What follows belongs to an exercise in optimizing a design on an open flow for small area, a short achievable clock period and few clock cycles; a production flow would make more cautious choices.
RTL that was checked went through simulation tests only; none was proved equivalent to the original.
Power and IR drop assume default switching activity.

## before
==> flow/design.v <==
module pipelinedPS#(parameter OP_WIDTH  = 4,
                    parameter CV_WIDTH  = 10,
                    parameter HZ_CV_WIDTH  = 10,
                    parameter STATES_WIDTH  = 15,
                    parameter ADDR_WIDTH  = 8,
                    parameter DATA_WIDTH  = 16,
                    parameter REG_WIDTH   = 4,
                    parameter IMM8_WIDTH  = 8,
                    parameter REG_NUM     = 16)
       (
           input  clk,
           input  rst,
           input  start,
           output reg stop_o,
           input   [DATA_WIDTH-1:0]  im_r_data,
           output  [ADDR_WIDTH-1:0]  im_addr,
           output  [ADDR_WIDTH-1:0] dm_addr,
           output  dm_wr,
           input  [DATA_WIDTH-1:0] dm_r_data,
           output [DATA_WIDTH-1:0] dm_w_data
       );
reg  [7:0]  pc;         
reg         run;
reg         vR;
reg  [15:0] ir;
reg         dsR;        
reg         vE;
reg         weE, lwE, swE, jmpzE;
reg         invE;       
reg         sltE, movE;
reg  [3:0]  rdE;
reg  [7:0]  immE;
reg  [15:0] aE, bE;
reg         gapE;       
reg         dsE;
reg  [15:0] wenW;       
reg  [15:0] valW;
reg  [15:0] rf [0:15];
wire vF = run | start;
wire f_stop  = (im_r_data[15:12] == 4'b0111);
wire f_lwr0  = (im_r_data[15:8] == 8'h00);      
wire [3:0]  op  = ir[15:12];
wire [3:0]  rs  = ir[11:8];
wire [3:0]  rt  = ir[7:4];
wire [3:0]  rd  = ir[3:0];
wire r_lw    = (op == 4'b0000);
wire r_sw    = (op == 4'b0001);
wire r_add   = (op == 4'b0010);
wire r_mov   = (op == 4'b0011);
wire r_sub   = (op == 4'b0100);
wire r_jmpz  = (op == 4'b0101);
wire r_jump  = (op == 4'b0110);
wire r_stop  = (op == 4'b0111);
wire r_addf  = (op == 4'b1000);
wire r_multf = (op == 4'b1001);
wire r_slt   = (op == 4'b1010);
wire r_nop   = (op == 4'b1111);
wire r_we    = r_lw | r_add | r_mov | r_sub | r_addf | r_multf | r_slt;
wire r_rtype = r_add | r_sub | r_multf | r_nop | r_stop | r_jmpz | r_slt;
wire [3:0] r_rd = (r_lw | r_mov) ? rs : rd;
wire r_jumpgo = vR & r_jump & ~f_lwr0;
wire [16:0] sum  = {1'b0, aE} + {1'b0, bE ^ {16{invE}}} + {16'd0, invE};
wire        ltu  = ~sum[16];
wire [15:0] aluout = movE ? {{8{immE[7]}}, immE} :
                     sltE ? {15'd0, ltu} : sum[15:0];
wire e_skip = vE & jmpzE & (aE == 16'd0);    
wire gapR = (vE & lwE & r_rtype & ((rs == rdE) | (rt == rdE))) | (vE & dsE);
wire e_fwd_g = lwE & ~(r_addf & ~gapR);
wire [15:0] resE = e_fwd_g ? dm_r_data : aluout;
wire useW_lw = gapE | gapR;
wire hitE_a = vE & weE & (rdE == rs);
wire hitE_b = vE & weE & (rdE == rt);
wire hitW_a = |(wenW & (16'd1 << rs));
wire hitW_b = |(wenW & (16'd1 << rt));
wire [15:0] sel_a = 16'd1 << rs;
wire [15:0] sel_b = 16'd1 << rt;
wire [15:0] rf_a, rf_b;
genvar g, k;
generate
    for (g = 0; g < 16; g = g + 1) begin: rdp
        wire [15:0] col;
        for (k = 0; k < 16; k = k + 1) begin: c
            assign col[k] = rf[k][g];
        end
        rf_rdmux ua (.d(col), .sel(sel_a), .y(rf_a[g]));
        rf_rdmux ub (.d(col), .sel(sel_b), .y(rf_b[g]));
    end
endgenerate
wire ua_E = hitE_a & ~r_lw;
wire ub_E = hitE_b & ~r_lw;
wire ua_W = hitW_a & ~ua_E & (~r_lw | useW_lw);
wire ub_W = hitW_b & ~ub_E & (~r_lw | useW_lw);
wire ua_R = ~ua_E & ~ua_W;
wire ub_R = ~ub_E & ~ub_W;
wire [15:0] a_n = (resE & {16{ua_E}}) | (valW & {16{ua_W}}) | (rf_a & {16{ua_R}});
wire [15:0] b_n = (resE & {16{ub_E}}) | (valW & {16{ub_W}}) | (rf_b & {16{ub_R}});
assign im_addr = pc;
always @(posedge clk) begin
    if (rst) begin
        pc <= 8'd1;
        run <= 1'b0;
        stop_o <= 1'b0;
        vR <= 1'b0;
        vE <= 1'b0;
        wenW <= 16'd0;
    end else begin
        if (vF)
            pc <= r_jumpgo ? ir[7:0] : pc + 8'd1;
        run <= vF & ~f_stop;
        stop_o <= vF & f_stop;
        vR <= vF;
        vE <= vR & ~e_skip;
        wenW <= {16{vE & weE}} & (16'd1 << rdE);
    end
end
always @(posedge clk) begin
    ir    <= im_r_data;
    dsR   <= vR & r_jump;
    weE   <= r_we;
    lwE   <= r_lw;
    swE   <= r_sw;
    jmpzE <= r_jmpz;
    invE  <= r_sub | r_slt;
    sltE  <= r_slt;
    movE  <= r_mov;
    rdE   <= r_rd;
    immE  <= ir[7:0];
    aE    <= a_n;
    bE    <= b_n;
    gapE  <= gapR;
    dsE   <= dsR;
    valW  <= lwE ? dm_r_data : aluout;
end
wire [15:0] rf_wen = {16{rst}} | wenW;
wire [15:0] rf_wd  = rst ? 16'd0 : valW;
always @(posedge clk) begin: rf_write
    integer i;
    for (i = 0; i < 16; i = i + 1)
        if (rf_wen[i])
            rf[i] <= rf_wd;
end
assign dm_addr   = immE;
assign dm_wr     = vE & swE;
assign dm_w_data = aE;
endmodule
module rf_rdmux(input [15:0] d, input [15:0] sel, output y);
wire [5:0] p;
wire [1:0] q;
genvar k;
generate
    for (k = 0; k < 5; k = k + 1) begin: g
        rf_aoi222 u (.a(d[3*k]), .b(sel[3*k]), .c(d[3*k+1]), .d(sel[3*k+1]),
                     .e(d[3*k+2]), .f(sel[3*k+2]), .y(p[k]));
    end
endgenerate
rf_nand2 u5 (.a(d[15]), .b(sel[15]), .y(p[5]));
rf_nand3 n0 (.a(p[0]), .b(p[1]), .c(p[2]), .y(q[0]));
rf_nand3 n1 (.a(p[3]), .b(p[4]), .c(p[5]), .y(q[1]));
rf_or2   o  (.a(q[0]), .b(q[1]), .y(y));
endmodule
module rf_aoi222(input a, input b, input c, input d, input e, input f, output y);
assign y = ~((a & b) | (c & d) | (e & f));
endmodule
module rf_nand2(input a, input b, output y);
assign y = ~(a & b);
endmodule
module rf_nand3(input a, input b, input c, output y);
assign y = ~(a & b & c);
endmodule
module rf_or2(input a, input b, output y);
assign y = a | b;
endmodule
make LEC_CHECK=0 CAP_MARGIN=20 CORE_MARGIN=2 CORE_UTILIZATION=50 SETUP_SLACK_MARGIN=3.4 SLEW_MARGIN=20 SYNTH_HIERARCHICAL=1 SYNTH_MINIMUM_KEEP_SIZE=0 finish   # period 6.0 ns
run.sh (not shown) runs the stock make flow with config.mk's settings and CLKGATE_MAP_FILE= SYNTH_SCRIPT=/design/flow/synth_recipe.tcl, a recipe that flattens the netlist after the stock synthesis.
before | stages: all done | timing, DRC, antenna: all pass
## Diff of input files: after against before
--- a/flow/design.v
+++ b/flow/design.v
@@ -33,7 +33,8 @@
 reg  [15:0] aE, bE;
 reg         gapE;       
 reg         dsE;
-reg  [15:0] wenW;       
+reg         weW;
+reg  [3:0]  rdW;
 reg  [15:0] valW;
 reg  [15:0] rf [0:15];
 wire vF = run | start;
@@ -70,8 +71,8 @@
 wire useW_lw = gapE | gapR;
 wire hitE_a = vE & weE & (rdE == rs);
 wire hitE_b = vE & weE & (rdE == rt);
-wire hitW_a = |(wenW & (16'd1 << rs));
-wire hitW_b = |(wenW & (16'd1 << rt));
+wire hitW_a = weW & (rdW == rs);
+wire hitW_b = weW & (rdW == rt);
 wire [15:0] sel_a = 16'd1 << rs;
 wire [15:0] sel_b = 16'd1 << rt;
 wire [15:0] rf_a, rf_b;
@@ -102,7 +103,7 @@
         stop_o <= 1'b0;
         vR <= 1'b0;
         vE <= 1'b0;
-        wenW <= 16'd0;
+        weW <= 1'b0;
     end else begin
         if (vF)
             pc <= r_jumpgo ? ir[7:0] : pc + 8'd1;
@@ -110,7 +111,7 @@
         stop_o <= vF & f_stop;
         vR <= vF;
         vE <= vR & ~e_skip;
-        wenW <= {16{vE & weE}} & (16'd1 << rdE);
+        weW <= vE & weE;
     end
 end
 always @(posedge clk) begin
@@ -129,9 +130,10 @@
     bE    <= b_n;
     gapE  <= gapR;
     dsE   <= dsR;
+    rdW   <= rdE;
     valW  <= lwE ? dm_r_data : aluout;
 end
-wire [15:0] rf_wen = {16{rst}} | wenW;
+wire [15:0] rf_wen = {16{rst}} | ({16{weW}} & (16'd1 << rdW));
 wire [15:0] rf_wd  = rst ? 16'd0 : valW;
 always @(posedge clk) begin: rf_write
     integer i;
- Power (lower): after
- Density: after sparser than before
- Relative to before, core outline area has gone down in after.
- On detail-routed via count per cell, after tracks before almost exactly.
- Looking at slew of the pin with the lowest slew margin across after and before, the one that comes out lower is after.
- Comparing after and before, the lower final critical-path share of the clock period is on after.
- Summary of after over before: area of the mapped netlist shrank by 1.3%; via count of the first global-routing pass neither gained nor lost much.
- Aggregate routed wire length, after and before: lower on after
- When after is set beside before, its number of vias in the routed layout turns out to be 2.0% smaller.
- No stage failed in after, and the final checks on the layout all came back clean.
- after vs. before: non-filler instance count after layout lower, final instance area lower.
Testbench counts of after, summed over its fixed seeds: cycles 67,337.
For before, only the layout was checked, not whether the RTL still works.

afterwards: timing with drivers on the ports:
No port has a modelled driver above. Below, the same layouts with a new extraction and two added sets of constraints. Step 1 assumes that a clkbuf_16 drives the clock port and a buf_2 every other input. Step 2, shift: input delay + t, output delay - t, t = (earliest + latest rising clock arrival at the registers) / 2. This alone moves slack from input paths to output paths. Slacks: ideal / step 1 / step 2; pairs: ideal / step 1.
run	t, ns	setup WS [ns]	worst hold slack (ns)	worst register clock-pin slew, ns
before	0.569	3.313 / 3.313 / 3.020	0.330 / 0.330 / 0.330	0.07 / 0.07
after	0.583	3.411 / 3.400 / 2.942	0.329 / 0.329 / 0.329	0.06 / 0.06
After both steps every run listed still meets setup and hold. The setup slack of after, which loses most, moves by -0.011 ns with the drivers and by -0.469 ns with both steps.
